What follows belongs to an exercise in optimizing a design on an open flow for small area and a short achievable clock period; a production flow would make more cautious choices. Function not checked in this run: the RTL went through the layout flow alone. Power and IR drop assume default switching activity.

File: flow/flow/run.sh
#!/bin/bash
# Own flow: the standard layout (standard.sh, unchanged synthesis and steps),
# with the port buffers that global placement inserts made as the smallest
# plain buffer instead of the default; repair then upsizes them where timing needs it.
set -euo pipefail
export BUFFER_PORTS_ARGS="-buffer_cell sky130_fd_sc_hd__buf_1"
bash standard.sh > standard_make.log 2>&1
File: flow/standard.sh
#!/bin/bash
# synth_recipe.tcl (not shown) runs the flow's synth.tcl, then flattens the netlist and writes it again
# the make line also repeats each setting of config.mk as NAME=value (left out here)
make -C /OpenROAD-flow-scripts/flow DESIGN_CONFIG=/design/flow/config.mk WORK_HOME=/design/flow/orfs CLKGATE_MAP_FILE= SYNTH_SCRIPT=/design/flow/synth_recipe.tcl "${@:-finish}"
File: flow/config.mk
export PLATFORM = sky130hd
export DESIGN_NAME = FIR_Top
export DESIGN_NICKNAME = FIR_Top
export VERILOG_FILES = /design/flow/design.v
export SDC_FILE = /design/flow/constraint.sdc
export NUM_CORES = 4
export LEC_CHECK = 0
export CAP_MARGIN = 20
export CORE_MARGIN = 2
export CORE_UTILIZATION = 60
export SETUP_SLACK_MARGIN = 4.2
export SLEW_MARGIN = 20
export SYNTH_HIERARCHICAL = 1
export SYNTH_MINIMUM_KEEP_SIZE = 0
export TNS_END_PERCENT = 0
File: flow/constraint.sdc
create_clock -name core_clock -period 9.5 [get_ports {clk}]
set_input_delay 1.9000 -clock core_clock [delete_from_list [all_inputs] [get_ports {clk}]]
set_output_delay 1.9000 -clock core_clock [all_outputs]
set_load 0.01 [all_outputs]
File: flow/design.v
`timescale 1ns/1ps
module half_adder(input a,b,output sum,carry);
  assign sum = a ^ b;
  assign carry = a & b;
endmodule
`timescale 1ns/1ps
module full_adder( output sum,carry, input a,b,c);
  wire w1, w2, w3;
  half_adder HA1(.a(a), .b(b), .sum(w1), .carry(w2));
  half_adder HA2(.a(w1), .b(c), .sum(sum), .carry(w3));
  or or1(carry, w2, w3);
endmodule
`timescale 1ns/1ps
module RCA_16bit(output cout, output [15:0] sum, input [15:0] a, b);
    wire [14:0] c;
    full_adder F0(.a(a[0]), .b(b[0]), .c(1'b0), .sum(sum[0]), .carry(c[0]));
    full_adder F1(.a(a[1]), .b(b[1]), .c(c[0]), .sum(sum[1]), .carry(c[1]));
    full_adder F2(.a(a[2]), .b(b[2]), .c(c[1]), .sum(sum[2]), .carry(c[2]));
    full_adder F3(.a(a[3]), .b(b[3]), .c(c[2]), .sum(sum[3]), .carry(c[3]));
    full_adder F4(.a(a[4]), .b(b[4]), .c(c[3]), .sum(sum[4]), .carry(c[4]));
    full_adder F5(.a(a[5]), .b(b[5]), .c(c[4]), .sum(sum[5]), .carry(c[5]));
    full_adder F6(.a(a[6]), .b(b[6]), .c(c[5]), .sum(sum[6]), .carry(c[6]));
    full_adder F7(.a(a[7]), .b(b[7]), .c(c[6]), .sum(sum[7]), .carry(c[7]));
    full_adder F8(.a(a[8]), .b(b[8]), .c(c[7]), .sum(sum[8]), .carry(c[8]));
    full_adder F9(.a(a[9]), .b(b[9]), .c(c[8]), .sum(sum[9]), .carry(c[9]));
    full_adder F10(.a(a[10]), .b(b[10]), .c(c[9]), .sum(sum[10]), .carry(c[10]));
    full_adder F11(.a(a[11]), .b(b[11]), .c(c[10]), .sum(sum[11]), .carry(c[11]));
    full_adder F12(.a(a[12]), .b(b[12]), .c(c[11]), .sum(sum[12]), .carry(c[12]));
    full_adder F13(.a(a[13]), .b(b[13]), .c(c[12]), .sum(sum[13]), .carry(c[13]));
    full_adder F14(.a(a[14]), .b(b[14]), .c(c[13]), .sum(sum[14]), .carry(c[14]));
    full_adder F15(.a(a[15]), .b(b[15]), .c(c[14]), .sum(sum[15]), .carry(cout));
endmodule
`timescale 1ns/1ps
module d_ff(input clk,input [15:0]d,output reg [15:0]q);
  always@(posedge clk)
      q<=d;       
endmodule         
`timescale 1ns / 1ps
module Braun_Multiplier(
    input [7:0] a, b,
    output [15:0] p
);
    wire [15:0] sum_0, sum_1, sum_2, sum_3, sum_4, sum_5, sum_6, sum_7;
    wire [7:0] partial_product[7:0];
    genvar i, j;
    generate
        for (i = 0; i < 8; i = i + 1) begin
            for (j = 0; j < 8; j = j + 1) begin
                assign partial_product[i][j] = a[i] & b[j];   
            end
        end
    endgenerate
    assign sum_0 = {8'b0, partial_product[0]};
    assign sum_1 = {partial_product[1], 1'b0} + sum_0;
    assign sum_2 = {partial_product[2], 2'b0} + sum_1;
    assign sum_3 = {partial_product[3], 3'b0} + sum_2;
    assign sum_4 = {partial_product[4], 4'b0} + sum_3;
    assign sum_5 = {partial_product[5], 5'b0} + sum_4;
    assign sum_6 = {partial_product[6], 6'b0} + sum_5;
    assign sum_7 = {partial_product[7], 7'b0} + sum_6;
    assign p = sum_7;
endmodule
module FIR_Top(input clk, input [7:0] Xin, H0, H1, H2, output reg [15:0] Yout);
  reg [15:0] Q1;
  reg [15:0] Q2;
  wire a1 = ~(Xin[0] & H2[0]);
  wire a2 = ~(Xin[0] & H2[1]);
  wire a3 = ~(Xin[0] & H2[2]);
  wire a4 = ~(Xin[0] & H2[3]);
  wire a5 = ~(Xin[0] & H2[4]);
  wire a6 = ~(Xin[0] & H2[5]);
  wire a7 = ~(Xin[0] & H2[6]);
  wire a8 = ~(Xin[0] & H2[7]);
  wire a9 = ~(Xin[1] & H2[0]);
  wire a10 = ~(Xin[1] & H2[1]);
  wire a11 = ~(Xin[1] & H2[2]);
  wire a12 = ~(Xin[1] & H2[3]);
  wire a13 = ~(Xin[1] & H2[4]);
  wire a14 = ~(Xin[1] & H2[5]);
  wire a15 = ~(Xin[1] & H2[6]);
  wire a16 = ~(Xin[1] & H2[7]);
  wire a17 = ~(Xin[2] & H2[0]);
  wire a18 = ~(Xin[2] & H2[1]);
  wire a19 = ~(Xin[2] & H2[2]);
  wire a20 = ~(Xin[2] & H2[3]);
  wire a21 = ~(Xin[2] & H2[4]);
  wire a22 = ~(Xin[2] & H2[5]);
  wire a23 = ~(Xin[2] & H2[6]);
  wire a24 = ~(Xin[2] & H2[7]);
  wire a25 = ~(Xin[3] & H2[0]);
  wire a26 = ~(Xin[3] & H2[1]);
  wire a27 = ~(Xin[3] & H2[2]);
  wire a28 = ~(Xin[3] & H2[3]);
  wire a29 = ~(Xin[3] & H2[4]);
  wire a30 = ~(Xin[3] & H2[5]);
  wire a31 = ~(Xin[3] & H2[6]);
  wire a32 = ~(Xin[3] & H2[7]);
  wire a33 = ~(Xin[4] & H2[0]);
  wire a34 = ~(Xin[4] & H2[1]);
  wire a35 = ~(Xin[4] & H2[2]);
  wire a36 = ~(Xin[4] & H2[3]);
  wire a37 = ~(Xin[4] & H2[4]);
  wire a38 = ~(Xin[4] & H2[5]);
  wire a39 = ~(Xin[4] & H2[6]);
  wire a40 = ~(Xin[4] & H2[7]);
  wire a41 = ~(Xin[5] & H2[0]);
  wire a42 = ~(Xin[5] & H2[1]);
  wire a43 = ~(Xin[5] & H2[2]);
  wire a44 = ~(Xin[5] & H2[3]);
  wire a45 = ~(Xin[5] & H2[4]);
  wire a46 = ~(Xin[5] & H2[5]);
  wire a47 = ~(Xin[5] & H2[6]);
  wire a48 = ~(Xin[5] & H2[7]);
  wire a49 = ~(Xin[6] & H2[0]);
  wire a50 = ~(Xin[6] & H2[1]);
  wire a51 = ~(Xin[6] & H2[2]);
  wire a52 = ~(Xin[6] & H2[3]);
  wire a53 = ~(Xin[6] & H2[4]);
  wire a54 = ~(Xin[6] & H2[5]);
  wire a55 = ~(Xin[6] & H2[6]);
  wire a56 = ~(Xin[6] & H2[7]);
  wire a57 = ~(Xin[7] & H2[0]);
  wire a58 = ~(Xin[7] & H2[1]);
  wire a59 = ~(Xin[7] & H2[2]);
  wire a60 = ~(Xin[7] & H2[3]);
  wire a61 = ~(Xin[7] & H2[4]);
  wire a62 = ~(Xin[7] & H2[5]);
  wire a63 = ~(Xin[7] & H2[6]);
  wire a64 = ~(Xin[7] & H2[7]);
  wire s65;
  fir_xnor2 u65 (.a(a7), .b(a14), .y(s65));
  wire c66;
  fir_or2 u66 (.a(a7), .b(a14), .y(c66));
  wire s67, c67;
  fir_fa u67 (.a(a8), .b(a15), .c(a22), .s(s67), .co(c67));
  wire s68;
  fir_xnor2 u68 (.a(a29), .b(a36), .y(s68));
  wire c69;
  fir_or2 u69 (.a(a29), .b(a36), .y(c69));
  wire s70, c70;
  fir_fa u70 (.a(a16), .b(a23), .c(a30), .s(s70), .co(c70));
  wire s71;
  fir_xnor2 u71 (.a(a37), .b(a44), .y(s71));
  wire c72;
  fir_or2 u72 (.a(a37), .b(a44), .y(c72));
  wire s73, c73;
  fir_fa u73 (.a(a24), .b(a31), .c(a38), .s(s73), .co(c73));
  wire s74;
  fir_xnor2 u74 (.a(a5), .b(a12), .y(s74));
  wire c75;
  fir_or2 u75 (.a(a5), .b(a12), .y(c75));
  wire s76, c76;
  fir_fa u76 (.a(a6), .b(a13), .c(a20), .s(s76), .co(c76));
  wire s77;
  fir_xnor2 u77 (.a(a27), .b(a34), .y(s77));
  wire c78;
  fir_or2 u78 (.a(a27), .b(a34), .y(c78));
  wire s79, c79;
  fir_fa u79 (.a(a21), .b(a28), .c(a35), .s(s79), .co(c79));
  wire s80, c80;
  fir_fa u80 (.a(a42), .b(a49), .c(s65), .s(s80), .co(c80));
  wire s81, c81;
  fir_fa u81 (.a(a43), .b(a50), .c(a57), .s(s81), .co(c81));
  wire s82, c82;
  fir_fa u82 (.a(c66), .b(s68), .c(s67), .s(s82), .co(c82));
  wire s83, c83;
  fir_fa u83 (.a(a51), .b(a58), .c(c69), .s(s83), .co(c83));
  wire s84, c84;
  fir_fa u84 (.a(s71), .b(c67), .c(s70), .s(s84), .co(c84));
  wire s85, c85;
  fir_fa u85 (.a(a45), .b(a52), .c(a59), .s(s85), .co(c85));
  wire s86, c86;
  fir_fa u86 (.a(c72), .b(c70), .c(s73), .s(s86), .co(c86));
  wire s87, c87;
  fir_fa u87 (.a(a32), .b(a39), .c(a46), .s(s87), .co(c87));
  wire s88, c88;
  fir_fa u88 (.a(a53), .b(a60), .c(c73), .s(s88), .co(c88));
  wire s89, c89;
  fir_fa u89 (.a(a40), .b(a47), .c(a54), .s(s89), .co(c89));
  wire s90;
  fir_xnor2 u90 (.a(a4), .b(a11), .y(s90));
  wire c91;
  fir_or2 u91 (.a(a4), .b(a11), .y(c91));
  wire s92, c92;
  fir_fa u92 (.a(a19), .b(a26), .c(a33), .s(s92), .co(c92));
  wire s93, c93;
  fir_fa u93 (.a(a41), .b(c75), .c(s77), .s(s93), .co(c93));
  wire s94, c94;
  fir_fa u94 (.a(c78), .b(c76), .c(s79), .s(s94), .co(c94));
  wire s95, c95;
  fir_fa u95 (.a(c79), .b(s81), .c(c80), .s(s95), .co(c95));
  wire s96, c96;
  fir_fa u96 (.a(c81), .b(s83), .c(c82), .s(s96), .co(c96));
  wire s97, c97;
  fir_fa u97 (.a(s85), .b(c83), .c(c84), .s(s97), .co(c97));
  wire s98, c98;
  fir_fa u98 (.a(c85), .b(s87), .c(c86), .s(s98), .co(c98));
  wire s99, c99;
  fir_fa u99 (.a(a61), .b(c87), .c(s89), .s(s99), .co(c99));
  wire s100, c100;
  fir_fa u100 (.a(a48), .b(a55), .c(a62), .s(s100), .co(c100));
  wire s101;
  fir_xnor2 u101 (.a(a3), .b(a10), .y(s101));
  wire c102;
  fir_or2 u102 (.a(a3), .b(a10), .y(c102));
  wire s103, c103;
  fir_fa u103 (.a(a18), .b(a25), .c(s90), .s(s103), .co(c103));
  wire s104, c104;
  fir_fa u104 (.a(c91), .b(s74), .c(s92), .s(s104), .co(c104));
  wire s105, c105;
  fir_fa u105 (.a(c92), .b(s76), .c(s93), .s(s105), .co(c105));
  wire s106, c106;
  fir_fa u106 (.a(c93), .b(s80), .c(s94), .s(s106), .co(c106));
  wire s107, c107;
  fir_fa u107 (.a(c94), .b(s82), .c(s95), .s(s107), .co(c107));
  wire s108, c108;
  fir_fa u108 (.a(s84), .b(c95), .c(s96), .s(s108), .co(c108));
  wire s109, c109;
  fir_fa u109 (.a(s86), .b(c96), .c(s97), .s(s109), .co(c109));
  wire s110, c110;
  fir_fa u110 (.a(s88), .b(c97), .c(s98), .s(s110), .co(c110));
  wire s111, c111;
  fir_fa u111 (.a(c88), .b(s99), .c(c98), .s(s111), .co(c111));
  wire s112, c112;
  fir_fa u112 (.a(c89), .b(s100), .c(c99), .s(s112), .co(c112));
  wire s113, c113;
  fir_fa u113 (.a(a56), .b(a63), .c(c100), .s(s113), .co(c113));
  wire s114;
  fir_xnor2 u114 (.a(a2), .b(a9), .y(s114));
  wire c115;
  fir_or2 u115 (.a(a2), .b(a9), .y(c115));
  wire s116, c116;
  fir_fa u116 (.a(s101), .b(a17), .c(c115), .s(s116), .co(c116));
  wire s117, c117;
  fir_fa u117 (.a(c102), .b(s103), .c(c116), .s(s117), .co(c117));
  wire s118, c118;
  fir_fa u118 (.a(c103), .b(s104), .c(c117), .s(s118), .co(c118));
  wire s119, c119;
  fir_fa u119 (.a(c104), .b(s105), .c(c118), .s(s119), .co(c119));
  wire s120, c120;
  fir_fa u120 (.a(c105), .b(s106), .c(c119), .s(s120), .co(c120));
  wire p121;
  fir_xor2 u121 (.a(c106), .b(s107), .y(p121));
  wire g122;
  fir_nor2 u122 (.a(c106), .b(s107), .y(g122));
  wire p123;
  fir_xor2 u123 (.a(c107), .b(s108), .y(p123));
  wire g124;
  fir_nor2 u124 (.a(c107), .b(s108), .y(g124));
  wire p125;
  fir_xor2 u125 (.a(c108), .b(s109), .y(p125));
  wire g126;
  fir_nor2 u126 (.a(c108), .b(s109), .y(g126));
  wire p127;
  fir_xor2 u127 (.a(c109), .b(s110), .y(p127));
  wire g128;
  fir_nor2 u128 (.a(c109), .b(s110), .y(g128));
  wire p129;
  fir_xor2 u129 (.a(c110), .b(s111), .y(p129));
  wire g130;
  fir_nor2 u130 (.a(c110), .b(s111), .y(g130));
  wire p131;
  fir_xor2 u131 (.a(c111), .b(s112), .y(p131));
  wire g132;
  fir_nor2 u132 (.a(c111), .b(s112), .y(g132));
  wire p133;
  fir_xor2 u133 (.a(c112), .b(s113), .y(p133));
  wire g134;
  fir_nor2 u134 (.a(c112), .b(s113), .y(g134));
  wire p135;
  fir_xor2 u135 (.a(c113), .b(a64), .y(p135));
  wire g136;
  fir_nor2 u136 (.a(c113), .b(a64), .y(g136));
  wire G137 = g122 | (p121 & ~c120);
  wire P138 = p121 & 1'b0;
  wire G139 = g126 | (p125 & g124);
  wire P140 = p125 & p123;
  wire G141 = g130 | (p129 & g128);
  wire P142 = p129 & p127;
  wire G143 = g134 | (p133 & g132);
  wire P144 = p133 & p131;
  wire G145 = 1'b0 | (1'b0 & g136);
  wire P146 = 1'b0 & p135;
  wire G147 = g124 | (p123 & G137);
  wire P148 = p123 & P138;
  wire G149 = G139 | (P140 & G137);
  wire P150 = P140 & P138;
  wire G151 = g132 | (p131 & G141);
  wire P152 = p131 & P142;
  wire G153 = G143 | (P144 & G141);
  wire P154 = P144 & P142;
  wire G155 = g128 | (p127 & G149);
  wire P156 = p127 & P150;
  wire G157 = G141 | (P142 & G149);
  wire P158 = P142 & P150;
  wire G159 = G151 | (P152 & G149);
  wire P160 = P152 & P150;
  wire G161 = G153 | (P154 & G149);
  wire P162 = P154 & P150;
  wire G163 = g136 | (p135 & G161);
  wire P164 = p135 & P162;
  wire G165 = G145 | (P146 & G161);
  wire P166 = P146 & P162;
  wire y167 = ~(1'b0);
  wire y168;
  fir_xnor2 u168 (.a(p121), .b(~c120), .y(y168));
  wire y169;
  fir_xnor2 u169 (.a(p123), .b(G137), .y(y169));
  wire y170;
  fir_xnor2 u170 (.a(p125), .b(G147), .y(y170));
  wire y171;
  fir_xnor2 u171 (.a(p127), .b(G149), .y(y171));
  wire y172;
  fir_xnor2 u172 (.a(p129), .b(G155), .y(y172));
  wire y173;
  fir_xnor2 u173 (.a(p131), .b(G157), .y(y173));
  wire y174;
  fir_xnor2 u174 (.a(p133), .b(G159), .y(y174));
  wire y175;
  fir_xnor2 u175 (.a(p135), .b(G161), .y(y175));
  wire y176;
  fir_xnor2 u176 (.a(1'b0), .b(G163), .y(y176));
  wire a177 = ~(Xin[0] & H1[0]);
  wire a178 = ~(Xin[0] & H1[1]);
  wire a179 = ~(Xin[0] & H1[2]);
  wire a180 = ~(Xin[0] & H1[3]);
  wire a181 = ~(Xin[0] & H1[4]);
  wire a182 = ~(Xin[0] & H1[5]);
  wire a183 = ~(Xin[0] & H1[6]);
  wire a184 = ~(Xin[0] & H1[7]);
  wire a185 = ~(Xin[1] & H1[0]);
  wire a186 = ~(Xin[1] & H1[1]);
  wire a187 = ~(Xin[1] & H1[2]);
  wire a188 = ~(Xin[1] & H1[3]);
  wire a189 = ~(Xin[1] & H1[4]);
  wire a190 = ~(Xin[1] & H1[5]);
  wire a191 = ~(Xin[1] & H1[6]);
  wire a192 = ~(Xin[1] & H1[7]);
  wire a193 = ~(Xin[2] & H1[0]);
  wire a194 = ~(Xin[2] & H1[1]);
  wire a195 = ~(Xin[2] & H1[2]);
  wire a196 = ~(Xin[2] & H1[3]);
  wire a197 = ~(Xin[2] & H1[4]);
  wire a198 = ~(Xin[2] & H1[5]);
  wire a199 = ~(Xin[2] & H1[6]);
  wire a200 = ~(Xin[2] & H1[7]);
  wire a201 = ~(Xin[3] & H1[0]);
  wire a202 = ~(Xin[3] & H1[1]);
  wire a203 = ~(Xin[3] & H1[2]);
  wire a204 = ~(Xin[3] & H1[3]);
  wire a205 = ~(Xin[3] & H1[4]);
  wire a206 = ~(Xin[3] & H1[5]);
  wire a207 = ~(Xin[3] & H1[6]);
  wire a208 = ~(Xin[3] & H1[7]);
  wire a209 = ~(Xin[4] & H1[0]);
  wire a210 = ~(Xin[4] & H1[1]);
  wire a211 = ~(Xin[4] & H1[2]);
  wire a212 = ~(Xin[4] & H1[3]);
  wire a213 = ~(Xin[4] & H1[4]);
  wire a214 = ~(Xin[4] & H1[5]);
  wire a215 = ~(Xin[4] & H1[6]);
  wire a216 = ~(Xin[4] & H1[7]);
  wire a217 = ~(Xin[5] & H1[0]);
  wire a218 = ~(Xin[5] & H1[1]);
  wire a219 = ~(Xin[5] & H1[2]);
  wire a220 = ~(Xin[5] & H1[3]);
  wire a221 = ~(Xin[5] & H1[4]);
  wire a222 = ~(Xin[5] & H1[5]);
  wire a223 = ~(Xin[5] & H1[6]);
  wire a224 = ~(Xin[5] & H1[7]);
  wire a225 = ~(Xin[6] & H1[0]);
  wire a226 = ~(Xin[6] & H1[1]);
  wire a227 = ~(Xin[6] & H1[2]);
  wire a228 = ~(Xin[6] & H1[3]);
  wire a229 = ~(Xin[6] & H1[4]);
  wire a230 = ~(Xin[6] & H1[5]);
  wire a231 = ~(Xin[6] & H1[6]);
  wire a232 = ~(Xin[6] & H1[7]);
  wire a233 = ~(Xin[7] & H1[0]);
  wire a234 = ~(Xin[7] & H1[1]);
  wire a235 = ~(Xin[7] & H1[2]);
  wire a236 = ~(Xin[7] & H1[3]);
  wire a237 = ~(Xin[7] & H1[4]);
  wire a238 = ~(Xin[7] & H1[5]);
  wire a239 = ~(Xin[7] & H1[6]);
  wire a240 = ~(Xin[7] & H1[7]);
  wire s241;
  fir_xnor2 u241 (.a(Q1[5]), .b(a182), .y(s241));
  wire c242;
  fir_or2 u242 (.a(Q1[5]), .b(a182), .y(c242));
  wire s243, c243;
  fir_fa u243 (.a(Q1[6]), .b(a183), .c(a190), .s(s243), .co(c243));
  wire s244;
  fir_xnor2 u244 (.a(a197), .b(a204), .y(s244));
  wire c245;
  fir_or2 u245 (.a(a197), .b(a204), .y(c245));
  wire s246, c246;
  fir_fa u246 (.a(Q1[7]), .b(a184), .c(a191), .s(s246), .co(c246));
  wire s247, c247;
  fir_fa u247 (.a(a198), .b(a205), .c(a212), .s(s247), .co(c247));
  wire s248;
  fir_xnor2 u248 (.a(a219), .b(a226), .y(s248));
  wire c249;
  fir_or2 u249 (.a(a219), .b(a226), .y(c249));
  wire s250, c250;
  fir_fa u250 (.a(Q1[8]), .b(a192), .c(a199), .s(s250), .co(c250));
  wire s251, c251;
  fir_fa u251 (.a(a206), .b(a213), .c(a220), .s(s251), .co(c251));
  wire s252;
  fir_xnor2 u252 (.a(a227), .b(a234), .y(s252));
  wire c253;
  fir_or2 u253 (.a(a227), .b(a234), .y(c253));
  wire s254, c254;
  fir_fa u254 (.a(Q1[9]), .b(a200), .c(a207), .s(s254), .co(c254));
  wire s255, c255;
  fir_fa u255 (.a(a214), .b(a221), .c(a228), .s(s255), .co(c255));
  wire s256, c256;
  fir_fa u256 (.a(Q1[10]), .b(a208), .c(a215), .s(s256), .co(c256));
  wire s257;
  fir_xnor2 u257 (.a(Q1[3]), .b(a180), .y(s257));
  wire c258;
  fir_or2 u258 (.a(Q1[3]), .b(a180), .y(c258));
  wire s259, c259;
  fir_fa u259 (.a(Q1[4]), .b(a181), .c(a188), .s(s259), .co(c259));
  wire s260;
  fir_xnor2 u260 (.a(a195), .b(a202), .y(s260));
  wire c261;
  fir_or2 u261 (.a(a195), .b(a202), .y(c261));
  wire s262, c262;
  fir_fa u262 (.a(a189), .b(a196), .c(a203), .s(s262), .co(c262));
  wire s263, c263;
  fir_fa u263 (.a(a210), .b(a217), .c(s241), .s(s263), .co(c263));
  wire s264, c264;
  fir_fa u264 (.a(a211), .b(a218), .c(a225), .s(s264), .co(c264));
  wire s265, c265;
  fir_fa u265 (.a(c242), .b(s244), .c(s243), .s(s265), .co(c265));
  wire s266, c266;
  fir_fa u266 (.a(a233), .b(c245), .c(s248), .s(s266), .co(c266));
  wire s267, c267;
  fir_fa u267 (.a(c243), .b(s246), .c(s247), .s(s267), .co(c267));
  wire s268, c268;
  fir_fa u268 (.a(c249), .b(s252), .c(c246), .s(s268), .co(c268));
  wire s269, c269;
  fir_fa u269 (.a(c247), .b(s250), .c(s251), .s(s269), .co(c269));
  wire s270, c270;
  fir_fa u270 (.a(a235), .b(c253), .c(c250), .s(s270), .co(c270));
  wire s271, c271;
  fir_fa u271 (.a(c251), .b(s254), .c(s255), .s(s271), .co(c271));
  wire s272, c272;
  fir_fa u272 (.a(a222), .b(a229), .c(a236), .s(s272), .co(c272));
  wire s273, c273;
  fir_fa u273 (.a(c254), .b(c255), .c(s256), .s(s273), .co(c273));
  wire s274, c274;
  fir_fa u274 (.a(Q1[11]), .b(a216), .c(a223), .s(s274), .co(c274));
  wire s275, c275;
  fir_fa u275 (.a(a230), .b(a237), .c(c256), .s(s275), .co(c275));
  wire s276, c276;
  fir_fa u276 (.a(Q1[12]), .b(a224), .c(a231), .s(s276), .co(c276));
  wire s277;
  fir_xnor2 u277 (.a(Q1[2]), .b(a179), .y(s277));
  wire c278;
  fir_or2 u278 (.a(Q1[2]), .b(a179), .y(c278));
  wire s279, c279;
  fir_fa u279 (.a(a187), .b(a194), .c(a201), .s(s279), .co(c279));
  wire s280, c280;
  fir_fa u280 (.a(a209), .b(c258), .c(s260), .s(s280), .co(c280));
  wire s281, c281;
  fir_fa u281 (.a(c261), .b(c259), .c(s262), .s(s281), .co(c281));
  wire s282, c282;
  fir_fa u282 (.a(c262), .b(s264), .c(c263), .s(s282), .co(c282));
  wire s283, c283;
  fir_fa u283 (.a(c264), .b(s266), .c(c265), .s(s283), .co(c283));
  wire s284, c284;
  fir_fa u284 (.a(c266), .b(c267), .c(s268), .s(s284), .co(c284));
  wire s285, c285;
  fir_fa u285 (.a(c268), .b(c269), .c(s270), .s(s285), .co(c285));
  wire s286, c286;
  fir_fa u286 (.a(s272), .b(c270), .c(c271), .s(s286), .co(c286));
  wire s287, c287;
  fir_fa u287 (.a(c272), .b(s274), .c(c273), .s(s287), .co(c287));
  wire s288, c288;
  fir_fa u288 (.a(a238), .b(c274), .c(s276), .s(s288), .co(c288));
  wire s289, c289;
  fir_fa u289 (.a(Q1[13]), .b(a232), .c(a239), .s(s289), .co(c289));
  wire s290;
  fir_xnor2 u290 (.a(Q1[1]), .b(a178), .y(s290));
  wire c291;
  fir_or2 u291 (.a(Q1[1]), .b(a178), .y(c291));
  wire s292, c292;
  fir_fa u292 (.a(a186), .b(a193), .c(s277), .s(s292), .co(c292));
  wire s293, c293;
  fir_fa u293 (.a(c278), .b(s257), .c(s279), .s(s293), .co(c293));
  wire s294, c294;
  fir_fa u294 (.a(c279), .b(s259), .c(s280), .s(s294), .co(c294));
  wire s295, c295;
  fir_fa u295 (.a(c280), .b(s263), .c(s281), .s(s295), .co(c295));
  wire s296, c296;
  fir_fa u296 (.a(c281), .b(s265), .c(s282), .s(s296), .co(c296));
  wire s297, c297;
  fir_fa u297 (.a(s267), .b(c282), .c(s283), .s(s297), .co(c297));
  wire s298, c298;
  fir_fa u298 (.a(s269), .b(c283), .c(s284), .s(s298), .co(c298));
  wire s299, c299;
  fir_fa u299 (.a(s271), .b(c284), .c(s285), .s(s299), .co(c299));
  wire s300, c300;
  fir_fa u300 (.a(s273), .b(c285), .c(s286), .s(s300), .co(c300));
  wire s301, c301;
  fir_fa u301 (.a(s275), .b(c286), .c(s287), .s(s301), .co(c301));
  wire s302, c302;
  fir_fa u302 (.a(c275), .b(s288), .c(c287), .s(s302), .co(c302));
  wire s303, c303;
  fir_fa u303 (.a(c276), .b(s289), .c(c288), .s(s303), .co(c303));
  wire s304, c304;
  fir_fa u304 (.a(Q1[14]), .b(a240), .c(c289), .s(s304), .co(c304));
  wire s305;
  fir_xnor2 u305 (.a(Q1[0]), .b(a177), .y(s305));
  wire c306;
  fir_or2 u306 (.a(Q1[0]), .b(a177), .y(c306));
  wire s307, c307;
  fir_fa u307 (.a(s290), .b(a185), .c(c306), .s(s307), .co(c307));
  wire s308, c308;
  fir_fa u308 (.a(c291), .b(s292), .c(c307), .s(s308), .co(c308));
  wire s309, c309;
  fir_fa u309 (.a(c292), .b(s293), .c(c308), .s(s309), .co(c309));
  wire s310, c310;
  fir_fa u310 (.a(c293), .b(s294), .c(c309), .s(s310), .co(c310));
  wire s311, c311;
  fir_fa u311 (.a(c294), .b(s295), .c(c310), .s(s311), .co(c311));
  wire s312, c312;
  fir_fa u312 (.a(c295), .b(s296), .c(c311), .s(s312), .co(c312));
  wire p313;
  fir_xor2 u313 (.a(c296), .b(s297), .y(p313));
  wire g314;
  fir_nor2 u314 (.a(c296), .b(s297), .y(g314));
  wire p315;
  fir_xor2 u315 (.a(c297), .b(s298), .y(p315));
  wire g316;
  fir_nor2 u316 (.a(c297), .b(s298), .y(g316));
  wire p317;
  fir_xor2 u317 (.a(c298), .b(s299), .y(p317));
  wire g318;
  fir_nor2 u318 (.a(c298), .b(s299), .y(g318));
  wire p319;
  fir_xor2 u319 (.a(c299), .b(s300), .y(p319));
  wire g320;
  fir_nor2 u320 (.a(c299), .b(s300), .y(g320));
  wire p321;
  fir_xor2 u321 (.a(c300), .b(s301), .y(p321));
  wire g322;
  fir_nor2 u322 (.a(c300), .b(s301), .y(g322));
  wire p323;
  fir_xor2 u323 (.a(c301), .b(s302), .y(p323));
  wire g324;
  fir_nor2 u324 (.a(c301), .b(s302), .y(g324));
  wire p325;
  fir_xor2 u325 (.a(c302), .b(s303), .y(p325));
  wire g326;
  fir_nor2 u326 (.a(c302), .b(s303), .y(g326));
  wire p327;
  fir_xor2 u327 (.a(c303), .b(s304), .y(p327));
  wire g328;
  fir_nor2 u328 (.a(c303), .b(s304), .y(g328));
  wire p329;
  fir_xor2 u329 (.a(c304), .b(Q1[15]), .y(p329));
  wire g330;
  fir_nor2 u330 (.a(c304), .b(Q1[15]), .y(g330));
  wire G331 = g314 | (p313 & ~c312);
  wire P332 = p313 & 1'b0;
  wire G333 = g318 | (p317 & g316);
  wire P334 = p317 & p315;
  wire G335 = g322 | (p321 & g320);
  wire P336 = p321 & p319;
  wire G337 = g326 | (p325 & g324);
  wire P338 = p325 & p323;
  wire G339 = g330 | (p329 & g328);
  wire P340 = p329 & p327;
  wire G341 = g316 | (p315 & G331);
  wire P342 = p315 & P332;
  wire G343 = G333 | (P334 & G331);
  wire P344 = P334 & P332;
  wire G345 = g324 | (p323 & G335);
  wire P346 = p323 & P336;
  wire G347 = G337 | (P338 & G335);
  wire P348 = P338 & P336;
  wire G349 = g320 | (p319 & G343);
  wire P350 = p319 & P344;
  wire G351 = G335 | (P336 & G343);
  wire P352 = P336 & P344;
  wire G353 = G345 | (P346 & G343);
  wire P354 = P346 & P344;
  wire G355 = G347 | (P348 & G343);
  wire P356 = P348 & P344;
  wire G357 = g328 | (p327 & G355);
  wire P358 = p327 & P356;
  wire G359 = G339 | (P340 & G355);
  wire P360 = P340 & P356;
  wire y361 = ~(1'b0);
  wire y362;
  fir_xnor2 u362 (.a(p313), .b(~c312), .y(y362));
  wire y363;
  fir_xnor2 u363 (.a(p315), .b(G331), .y(y363));
  wire y364;
  fir_xnor2 u364 (.a(p317), .b(G341), .y(y364));
  wire y365;
  fir_xnor2 u365 (.a(p319), .b(G343), .y(y365));
  wire y366;
  fir_xnor2 u366 (.a(p321), .b(G349), .y(y366));
  wire y367;
  fir_xnor2 u367 (.a(p323), .b(G351), .y(y367));
  wire y368;
  fir_xnor2 u368 (.a(p325), .b(G353), .y(y368));
  wire y369;
  fir_xnor2 u369 (.a(p327), .b(G355), .y(y369));
  wire y370;
  fir_xnor2 u370 (.a(p329), .b(G357), .y(y370));
  wire a371 = ~(Xin[0] & H0[0]);
  wire a372 = ~(Xin[0] & H0[1]);
  wire a373 = ~(Xin[0] & H0[2]);
  wire a374 = ~(Xin[0] & H0[3]);
  wire a375 = ~(Xin[0] & H0[4]);
  wire a376 = ~(Xin[0] & H0[5]);
  wire a377 = ~(Xin[0] & H0[6]);
  wire a378 = ~(Xin[0] & H0[7]);
  wire a379 = ~(Xin[1] & H0[0]);
  wire a380 = ~(Xin[1] & H0[1]);
  wire a381 = ~(Xin[1] & H0[2]);
  wire a382 = ~(Xin[1] & H0[3]);
  wire a383 = ~(Xin[1] & H0[4]);
  wire a384 = ~(Xin[1] & H0[5]);
  wire a385 = ~(Xin[1] & H0[6]);
  wire a386 = ~(Xin[1] & H0[7]);
  wire a387 = ~(Xin[2] & H0[0]);
  wire a388 = ~(Xin[2] & H0[1]);
  wire a389 = ~(Xin[2] & H0[2]);
  wire a390 = ~(Xin[2] & H0[3]);
  wire a391 = ~(Xin[2] & H0[4]);
  wire a392 = ~(Xin[2] & H0[5]);
  wire a393 = ~(Xin[2] & H0[6]);
  wire a394 = ~(Xin[2] & H0[7]);
  wire a395 = ~(Xin[3] & H0[0]);
  wire a396 = ~(Xin[3] & H0[1]);
  wire a397 = ~(Xin[3] & H0[2]);
  wire a398 = ~(Xin[3] & H0[3]);
  wire a399 = ~(Xin[3] & H0[4]);
  wire a400 = ~(Xin[3] & H0[5]);
  wire a401 = ~(Xin[3] & H0[6]);
  wire a402 = ~(Xin[3] & H0[7]);
  wire a403 = ~(Xin[4] & H0[0]);
  wire a404 = ~(Xin[4] & H0[1]);
  wire a405 = ~(Xin[4] & H0[2]);
  wire a406 = ~(Xin[4] & H0[3]);
  wire a407 = ~(Xin[4] & H0[4]);
  wire a408 = ~(Xin[4] & H0[5]);
  wire a409 = ~(Xin[4] & H0[6]);
  wire a410 = ~(Xin[4] & H0[7]);
  wire a411 = ~(Xin[5] & H0[0]);
  wire a412 = ~(Xin[5] & H0[1]);
  wire a413 = ~(Xin[5] & H0[2]);
  wire a414 = ~(Xin[5] & H0[3]);
  wire a415 = ~(Xin[5] & H0[4]);
  wire a416 = ~(Xin[5] & H0[5]);
  wire a417 = ~(Xin[5] & H0[6]);
  wire a418 = ~(Xin[5] & H0[7]);
  wire a419 = ~(Xin[6] & H0[0]);
  wire a420 = ~(Xin[6] & H0[1]);
  wire a421 = ~(Xin[6] & H0[2]);
  wire a422 = ~(Xin[6] & H0[3]);
  wire a423 = ~(Xin[6] & H0[4]);
  wire a424 = ~(Xin[6] & H0[5]);
  wire a425 = ~(Xin[6] & H0[6]);
  wire a426 = ~(Xin[6] & H0[7]);
  wire a427 = ~(Xin[7] & H0[0]);
  wire a428 = ~(Xin[7] & H0[1]);
  wire a429 = ~(Xin[7] & H0[2]);
  wire a430 = ~(Xin[7] & H0[3]);
  wire a431 = ~(Xin[7] & H0[4]);
  wire a432 = ~(Xin[7] & H0[5]);
  wire a433 = ~(Xin[7] & H0[6]);
  wire a434 = ~(Xin[7] & H0[7]);
  wire s435;
  fir_xnor2 u435 (.a(Q2[5]), .b(a376), .y(s435));
  wire c436;
  fir_or2 u436 (.a(Q2[5]), .b(a376), .y(c436));
  wire s437, c437;
  fir_fa u437 (.a(Q2[6]), .b(a377), .c(a384), .s(s437), .co(c437));
  wire s438;
  fir_xnor2 u438 (.a(a391), .b(a398), .y(s438));
  wire c439;
  fir_or2 u439 (.a(a391), .b(a398), .y(c439));
  wire s440, c440;
  fir_fa u440 (.a(Q2[7]), .b(a378), .c(a385), .s(s440), .co(c440));
  wire s441, c441;
  fir_fa u441 (.a(a392), .b(a399), .c(a406), .s(s441), .co(c441));
  wire s442;
  fir_xnor2 u442 (.a(a413), .b(a420), .y(s442));
  wire c443;
  fir_or2 u443 (.a(a413), .b(a420), .y(c443));
  wire s444, c444;
  fir_fa u444 (.a(Q2[8]), .b(a386), .c(a393), .s(s444), .co(c444));
  wire s445, c445;
  fir_fa u445 (.a(a400), .b(a407), .c(a414), .s(s445), .co(c445));
  wire s446;
  fir_xnor2 u446 (.a(a421), .b(a428), .y(s446));
  wire c447;
  fir_or2 u447 (.a(a421), .b(a428), .y(c447));
  wire s448, c448;
  fir_fa u448 (.a(Q2[9]), .b(a394), .c(a401), .s(s448), .co(c448));
  wire s449, c449;
  fir_fa u449 (.a(a408), .b(a415), .c(a422), .s(s449), .co(c449));
  wire s450, c450;
  fir_fa u450 (.a(Q2[10]), .b(a402), .c(a409), .s(s450), .co(c450));
  wire s451;
  fir_xnor2 u451 (.a(Q2[3]), .b(a374), .y(s451));
  wire c452;
  fir_or2 u452 (.a(Q2[3]), .b(a374), .y(c452));
  wire s453, c453;
  fir_fa u453 (.a(Q2[4]), .b(a375), .c(a382), .s(s453), .co(c453));
  wire s454;
  fir_xnor2 u454 (.a(a389), .b(a396), .y(s454));
  wire c455;
  fir_or2 u455 (.a(a389), .b(a396), .y(c455));
  wire s456, c456;
  fir_fa u456 (.a(a383), .b(a390), .c(a397), .s(s456), .co(c456));
  wire s457, c457;
  fir_fa u457 (.a(a404), .b(a411), .c(s435), .s(s457), .co(c457));
  wire s458, c458;
  fir_fa u458 (.a(a405), .b(a412), .c(a419), .s(s458), .co(c458));
  wire s459, c459;
  fir_fa u459 (.a(c436), .b(s438), .c(s437), .s(s459), .co(c459));
  wire s460, c460;
  fir_fa u460 (.a(a427), .b(c439), .c(s442), .s(s460), .co(c460));
  wire s461, c461;
  fir_fa u461 (.a(c437), .b(s440), .c(s441), .s(s461), .co(c461));
  wire s462, c462;
  fir_fa u462 (.a(c443), .b(s446), .c(c440), .s(s462), .co(c462));
  wire s463, c463;
  fir_fa u463 (.a(c441), .b(s444), .c(s445), .s(s463), .co(c463));
  wire s464, c464;
  fir_fa u464 (.a(a429), .b(c447), .c(c444), .s(s464), .co(c464));
  wire s465, c465;
  fir_fa u465 (.a(c445), .b(s448), .c(s449), .s(s465), .co(c465));
  wire s466, c466;
  fir_fa u466 (.a(a416), .b(a423), .c(a430), .s(s466), .co(c466));
  wire s467, c467;
  fir_fa u467 (.a(c448), .b(c449), .c(s450), .s(s467), .co(c467));
  wire s468, c468;
  fir_fa u468 (.a(Q2[11]), .b(a410), .c(a417), .s(s468), .co(c468));
  wire s469, c469;
  fir_fa u469 (.a(a424), .b(a431), .c(c450), .s(s469), .co(c469));
  wire s470, c470;
  fir_fa u470 (.a(Q2[12]), .b(a418), .c(a425), .s(s470), .co(c470));
  wire s471;
  fir_xnor2 u471 (.a(Q2[2]), .b(a373), .y(s471));
  wire c472;
  fir_or2 u472 (.a(Q2[2]), .b(a373), .y(c472));
  wire s473, c473;
  fir_fa u473 (.a(a381), .b(a388), .c(a395), .s(s473), .co(c473));
  wire s474, c474;
  fir_fa u474 (.a(a403), .b(c452), .c(s454), .s(s474), .co(c474));
  wire s475, c475;
  fir_fa u475 (.a(c455), .b(c453), .c(s456), .s(s475), .co(c475));
  wire s476, c476;
  fir_fa u476 (.a(c456), .b(s458), .c(c457), .s(s476), .co(c476));
  wire s477, c477;
  fir_fa u477 (.a(c458), .b(s460), .c(c459), .s(s477), .co(c477));
  wire s478, c478;
  fir_fa u478 (.a(c460), .b(c461), .c(s462), .s(s478), .co(c478));
  wire s479, c479;
  fir_fa u479 (.a(c462), .b(c463), .c(s464), .s(s479), .co(c479));
  wire s480, c480;
  fir_fa u480 (.a(s466), .b(c464), .c(c465), .s(s480), .co(c480));
  wire s481, c481;
  fir_fa u481 (.a(c466), .b(s468), .c(c467), .s(s481), .co(c481));
  wire s482, c482;
  fir_fa u482 (.a(a432), .b(c468), .c(s470), .s(s482), .co(c482));
  wire s483, c483;
  fir_fa u483 (.a(Q2[13]), .b(a426), .c(a433), .s(s483), .co(c483));
  wire s484;
  fir_xnor2 u484 (.a(Q2[1]), .b(a372), .y(s484));
  wire c485;
  fir_or2 u485 (.a(Q2[1]), .b(a372), .y(c485));
  wire s486, c486;
  fir_fa u486 (.a(a380), .b(a387), .c(s471), .s(s486), .co(c486));
  wire s487, c487;
  fir_fa u487 (.a(c472), .b(s451), .c(s473), .s(s487), .co(c487));
  wire s488, c488;
  fir_fa u488 (.a(c473), .b(s453), .c(s474), .s(s488), .co(c488));
  wire s489, c489;
  fir_fa u489 (.a(c474), .b(s457), .c(s475), .s(s489), .co(c489));
  wire s490, c490;
  fir_fa u490 (.a(c475), .b(s459), .c(s476), .s(s490), .co(c490));
  wire s491, c491;
  fir_fa u491 (.a(s461), .b(c476), .c(s477), .s(s491), .co(c491));
  wire s492, c492;
  fir_fa u492 (.a(s463), .b(c477), .c(s478), .s(s492), .co(c492));
  wire s493, c493;
  fir_fa u493 (.a(s465), .b(c478), .c(s479), .s(s493), .co(c493));
  wire s494, c494;
  fir_fa u494 (.a(s467), .b(c479), .c(s480), .s(s494), .co(c494));
  wire s495, c495;
  fir_fa u495 (.a(s469), .b(c480), .c(s481), .s(s495), .co(c495));
  wire s496, c496;
  fir_fa u496 (.a(c469), .b(s482), .c(c481), .s(s496), .co(c496));
  wire s497, c497;
  fir_fa u497 (.a(c470), .b(s483), .c(c482), .s(s497), .co(c497));
  wire s498, c498;
  fir_fa u498 (.a(Q2[14]), .b(a434), .c(c483), .s(s498), .co(c498));
  wire s499;
  fir_xnor2 u499 (.a(Q2[0]), .b(a371), .y(s499));
  wire c500;
  fir_or2 u500 (.a(Q2[0]), .b(a371), .y(c500));
  wire y501 = ~s499;
  wire s502, c502;
  fir_fa u502 (.a(s484), .b(a379), .c(c500), .s(s502), .co(c502));
  wire y503 = ~s502;
  wire s504, c504;
  fir_fa u504 (.a(c485), .b(s486), .c(c502), .s(s504), .co(c504));
  wire y505 = ~s504;
  wire s506, c506;
  fir_fa u506 (.a(c486), .b(s487), .c(c504), .s(s506), .co(c506));
  wire y507 = ~s506;
  wire s508, c508;
  fir_fa u508 (.a(c487), .b(s488), .c(c506), .s(s508), .co(c508));
  wire y509 = ~s508;
  wire s510, c510;
  fir_fa u510 (.a(c488), .b(s489), .c(c508), .s(s510), .co(c510));
  wire y511 = ~s510;
  wire s512, c512;
  fir_fa u512 (.a(c489), .b(s490), .c(c510), .s(s512), .co(c512));
  wire y513 = ~s512;
  wire p514;
  fir_xor2 u514 (.a(c490), .b(s491), .y(p514));
  wire g515;
  fir_nor2 u515 (.a(c490), .b(s491), .y(g515));
  wire p516;
  fir_xor2 u516 (.a(c491), .b(s492), .y(p516));
  wire g517;
  fir_nor2 u517 (.a(c491), .b(s492), .y(g517));
  wire p518;
  fir_xor2 u518 (.a(c492), .b(s493), .y(p518));
  wire g519;
  fir_nor2 u519 (.a(c492), .b(s493), .y(g519));
  wire p520;
  fir_xor2 u520 (.a(c493), .b(s494), .y(p520));
  wire g521;
  fir_nor2 u521 (.a(c493), .b(s494), .y(g521));
  wire p522;
  fir_xor2 u522 (.a(c494), .b(s495), .y(p522));
  wire g523;
  fir_nor2 u523 (.a(c494), .b(s495), .y(g523));
  wire p524;
  fir_xor2 u524 (.a(c495), .b(s496), .y(p524));
  wire g525;
  fir_nor2 u525 (.a(c495), .b(s496), .y(g525));
  wire p526;
  fir_xor2 u526 (.a(c496), .b(s497), .y(p526));
  wire g527;
  fir_nor2 u527 (.a(c496), .b(s497), .y(g527));
  wire p528;
  fir_xor2 u528 (.a(c497), .b(s498), .y(p528));
  wire g529;
  fir_nor2 u529 (.a(c497), .b(s498), .y(g529));
  wire p530;
  fir_xor2 u530 (.a(c498), .b(Q2[15]), .y(p530));
  wire g531;
  fir_nor2 u531 (.a(c498), .b(Q2[15]), .y(g531));
  wire G532 = g515 | (p514 & ~c512);
  wire P533 = p514 & 1'b0;
  wire G534 = g519 | (p518 & g517);
  wire P535 = p518 & p516;
  wire G536 = g523 | (p522 & g521);
  wire P537 = p522 & p520;
  wire G538 = g527 | (p526 & g525);
  wire P539 = p526 & p524;
  wire G540 = g531 | (p530 & g529);
  wire P541 = p530 & p528;
  wire G542 = g517 | (p516 & G532);
  wire P543 = p516 & P533;
  wire G544 = G534 | (P535 & G532);
  wire P545 = P535 & P533;
  wire G546 = g525 | (p524 & G536);
  wire P547 = p524 & P537;
  wire G548 = G538 | (P539 & G536);
  wire P549 = P539 & P537;
  wire G550 = g521 | (p520 & G544);
  wire P551 = p520 & P545;
  wire G552 = G536 | (P537 & G544);
  wire P553 = P537 & P545;
  wire G554 = G546 | (P547 & G544);
  wire P555 = P547 & P545;
  wire G556 = G548 | (P549 & G544);
  wire P557 = P549 & P545;
  wire G558 = g529 | (p528 & G556);
  wire P559 = p528 & P557;
  wire G560 = G540 | (P541 & G556);
  wire P561 = P541 & P557;
  wire y562 = (1'b0);
  wire y563;
  fir_xor2 u563 (.a(p514), .b(~c512), .y(y563));
  wire y564;
  fir_xor2 u564 (.a(p516), .b(G532), .y(y564));
  wire y565;
  fir_xor2 u565 (.a(p518), .b(G542), .y(y565));
  wire y566;
  fir_xor2 u566 (.a(p520), .b(G544), .y(y566));
  wire y567;
  fir_xor2 u567 (.a(p522), .b(G550), .y(y567));
  wire y568;
  fir_xor2 u568 (.a(p524), .b(G552), .y(y568));
  wire y569;
  fir_xor2 u569 (.a(p526), .b(G554), .y(y569));
  wire y570;
  fir_xor2 u570 (.a(p528), .b(G556), .y(y570));
  wire y571;
  fir_xor2 u571 (.a(p530), .b(G558), .y(y571));
  always @(posedge clk) begin
    Q1 <= {y176, y175, y174, y173, y172, y171, y170, y169, y168, s120, s119, s118, s117, s116, s114, a1};
    Q2 <= {y370, y369, y368, y367, y366, y365, y364, y363, y362, s312, s311, s310, s309, s308, s307, s305};
    Yout <= {y571, y570, y569, y568, y567, y566, y565, y564, y563, y513, y511, y509, y507, y505, y503, y501};
  end
endmodule
module fir_fa(input a, b, c, output s, co);
  assign s = a ^ b ^ c;
  assign co = (a & b) | (a & c) | (b & c);
endmodule
module fir_nor2(input a, b, output y);
  assign y = ~(a | b);
endmodule
module fir_or2(input a, b, output y);
  assign y = a | b;
endmodule
module fir_xnor2(input a, b, output y);
  assign y = ~(a ^ b);
endmodule
module fir_xor2(input a, b, output y);
  assign y = a ^ b;
endmodule
==> run notes <==
status complete, no violations; Hold Crit Class reg -> reg; Die Y 106 um; crit-path max FO 6; GR Layer Usage met3 3.25%; Worst Setup End Kind flip-flop; DIE AREA 11200 um^2; GRT Max-Usage Layer met2; CTS Root Cell clkbuf_8; Initial Util 61.0%; overall power 2.65 mW; GR Util met2 43.6%; Post-DP HPWL 9.66 mm; core area 10200 um^2; Lkg Pwr 2.58 nW; synthesized instance count 646; met1 usage 34.4%; PortBufs 48; area share of the largest cell type after synthesis 47.5%; most frequent cells in the layout nand2_1, fa_1, dfxtp_1, xnor2_1, nor2_1; Worst Path Arrival 5.46 ns; Vias/cell 5.52; post-synth top area cell fa_1; Layout Skew 0.0156 ns; Design Area, Final 7040 um^2; first-pass GRT wire length 22.5 mm; PwrDens 376 nW/um^2; P&R area growth vs syn 12.8%; Util after Layout 68.8%; TNS Setup 0 ns; largest net degree at the start of global routing 25; Pre-antenna DRT Iters 5; yosys warns 7; Max-Cap Viols 0; initial antenna violation count 0; global route total overflow 0; CTS tree done; row cnt 37; Mean Syn Cell Area 9.66 um^2; post-route DRC violation count 0; vias in the first global route 4885; placed cell area 6560 um^2; final hold slack 0.479 ns; clock sink total 48; Antenna Nets Post-Route 0; CTS Hold Bufs 0; #FFs+latches synth 48; # nets final 861; H-Tree Depth 2; wire per inst 16.5 um; Final Hold Viols 0; Mapped Nets 827; CTS clk-pin slew, worst paths 0.10 ns; startpoint types primary input; count of different cell masters after synthesis 24; routed vias 4506; layout cells sized above 1 11.3%; peak supply drop 0.373 mV; Setup-failing EPs final 0; Die Width 106 um; kind of critical path in -> reg; total CTS buffers 5; GRT Util Overall 25.1%; Initial DRC Count 237; fmax 192 MHz; Tcrit/Tclk final 54.8%; RSZ-0062 raised after global routing yes; ant diodes 0; Final Critical Period 5.20 ns; max-slew violations 0; commonest non-fill, non-tap cell in the layout nand2_1; Clock Latency Late Sink 0.32 ns; Data required, critical path 9.75 ns; Synth area leaders fa_1, dfxtp_1, nand2_1; Post-Syn Area 6240 um^2; gpl congestion 0.849; Clock Tree Buf Depth 2; final WL 13.5 mm; sequential area share after synthesis 15.4%; Top Ports 49
sequential cells by signal, summed over array words and instances, names as in the netlist:
register  flops
Q2           16
Yout         16
Q1           16
synthesized netlist by cell type:
cell type / number
nor2_1: 39
nand2_1: 201
nand3_1: 6
inv_2: 3
o22ai_1: 3
a41oi_4: 2
nand2b_1: 3
a41oi_2: 1
or2_1: 26
buf_1: 16
a211oi_1: 3
a21oi_1: 9
xnor2_1: 44
a21o_1: 9
or3_1: 3
o21ai_0: 8
dfxtp_1: 48
nor3_1: 6
clkbuf_1: 24
o21ai_1: 1
xor2_1: 35
conb_1: 1
fa_1: 148
inv_1: 7
area by class of cell:
class | count | area [um^2]
clock inverter | 2 | 38.8
clock buffer | 6 | 82.6
tap | 136 | 170
sequential | 48 | 961
multi-input combinational | 548 | 5220
inverter | 10 | 37.5
timing repair buffer | 67 | 524
fill | 830 | 3190
final timing paths:
kind,slack (ns),from,cells past startpoint,endpoint
worst min-delay path,0.48,Q1[0]$_DFF_P_,1,Q2[0]$_DFF_P_
worst max-delay path,4.30,Xin[1],14,Yout[14]$_DFF_P_
worst min register to register,0.48,Q1[0]$_DFF_P_,1,Q2[0]$_DFF_P_
worst max register to register,5.88,Q1[2]$_DFF_P_,12,Q2[15]$_DFF_P_
power breakdown:
part	total (mW)	switching (mW)	internal, mW
combinational	2.09	1.15	0.949
clock	0.161	0.0745	0.0862
sequential	0.391	0.0497	0.341
modules after synthesis, one instance, submodules excluded:
module | copies in the design | flops+latches
fir_fa | 148 | 0
fir_nor2 | 24 | 0
fir_or2 | 26 | 0
fir_xnor2 | 44 | 0
fir_xor2 | 35 | 0
FIR_Top | 1 | 48
layer usage:
layer / routed length (um) / part of all wire (%)
met4: 232 / 1.7
met1: 5380 / 40
met5: 0 / 0
met2: 6950 / 52
met3: 893 / 6.6
through the flow:
step | setup WS [ns] | cells
final | 4.30 | 817
after global routing | 4.15 | 817
after CTS | 4.19 | 807
after detailed placement | 3.72 | 798
after global placement | 3.81 | 798
after floorplan | 4.20 | 646
critical path, cell delays in order:
cell	delay [ns]
buf_4	0.14
buf_12	0.14
nand2_1	0.08
fa_1	0.57
fa_1	0.44
fa_2	0.35
fa_2	0.35
fa_2	0.34
fa_2	0.34
inv_2	0.06
a21o_1	0.19
a41oi_4	0.21
o21ai_2	0.20
xor2_1	0.15
cells by family (layout without fill, tap and decap cells):
family | Yosys count | in the layout | synth area share, %
flip-flops | 48 | 48 | 15.4
adder cells (fa/ha/maj) | 148 | 148 | 47.5
other | 1 | 1 | 0.0601
buffers and inverters | 50 | 85 | 3.01
AO/OA/AOI/OAI | 36 | 36 | 4.33
AND/OR/NAND/NOR | 284 | 284 | 18.6
XOR/XNOR | 79 | 79 | 11.1
repair_timing:
item                       in CTS  in global routing
buffers inserted                1                  3
cloned                          0                  7
gates resized for setup         8                 44
setup endpoints to repair       9                 18
pin swaps                       1                 12

## afterwards: timing with drivers on the ports
How much do the figures lean on ideal ports? The routed layout below was timed once more, with nothing changed but the port constraints.
Step 1 sets driving cells, clkbuf_16 on the clock port and buf_2 on the other inputs (assumed; they add their load-dependent delay and slew).
Step 2 also shifts input and output timing later by t, the mid clock arrival at the registers, as if the neighbouring blocks saw the same clock.
Slacks: ideal / step 1 / step 2; pairs: ideal / step 1.
t (ns): 0.343
setup WS [ns]: 4.297 / 4.305 / 3.962
worst setup path at the end: input to register
latest minus earliest clock arrival (ns): 0.016 / 0.015
pins driven straight from the clock port: 1
After both steps this run still meets setup and hold. For this run, drivers alone change the setup slack by +0.008 ns; drivers and shift together by -0.335 ns.
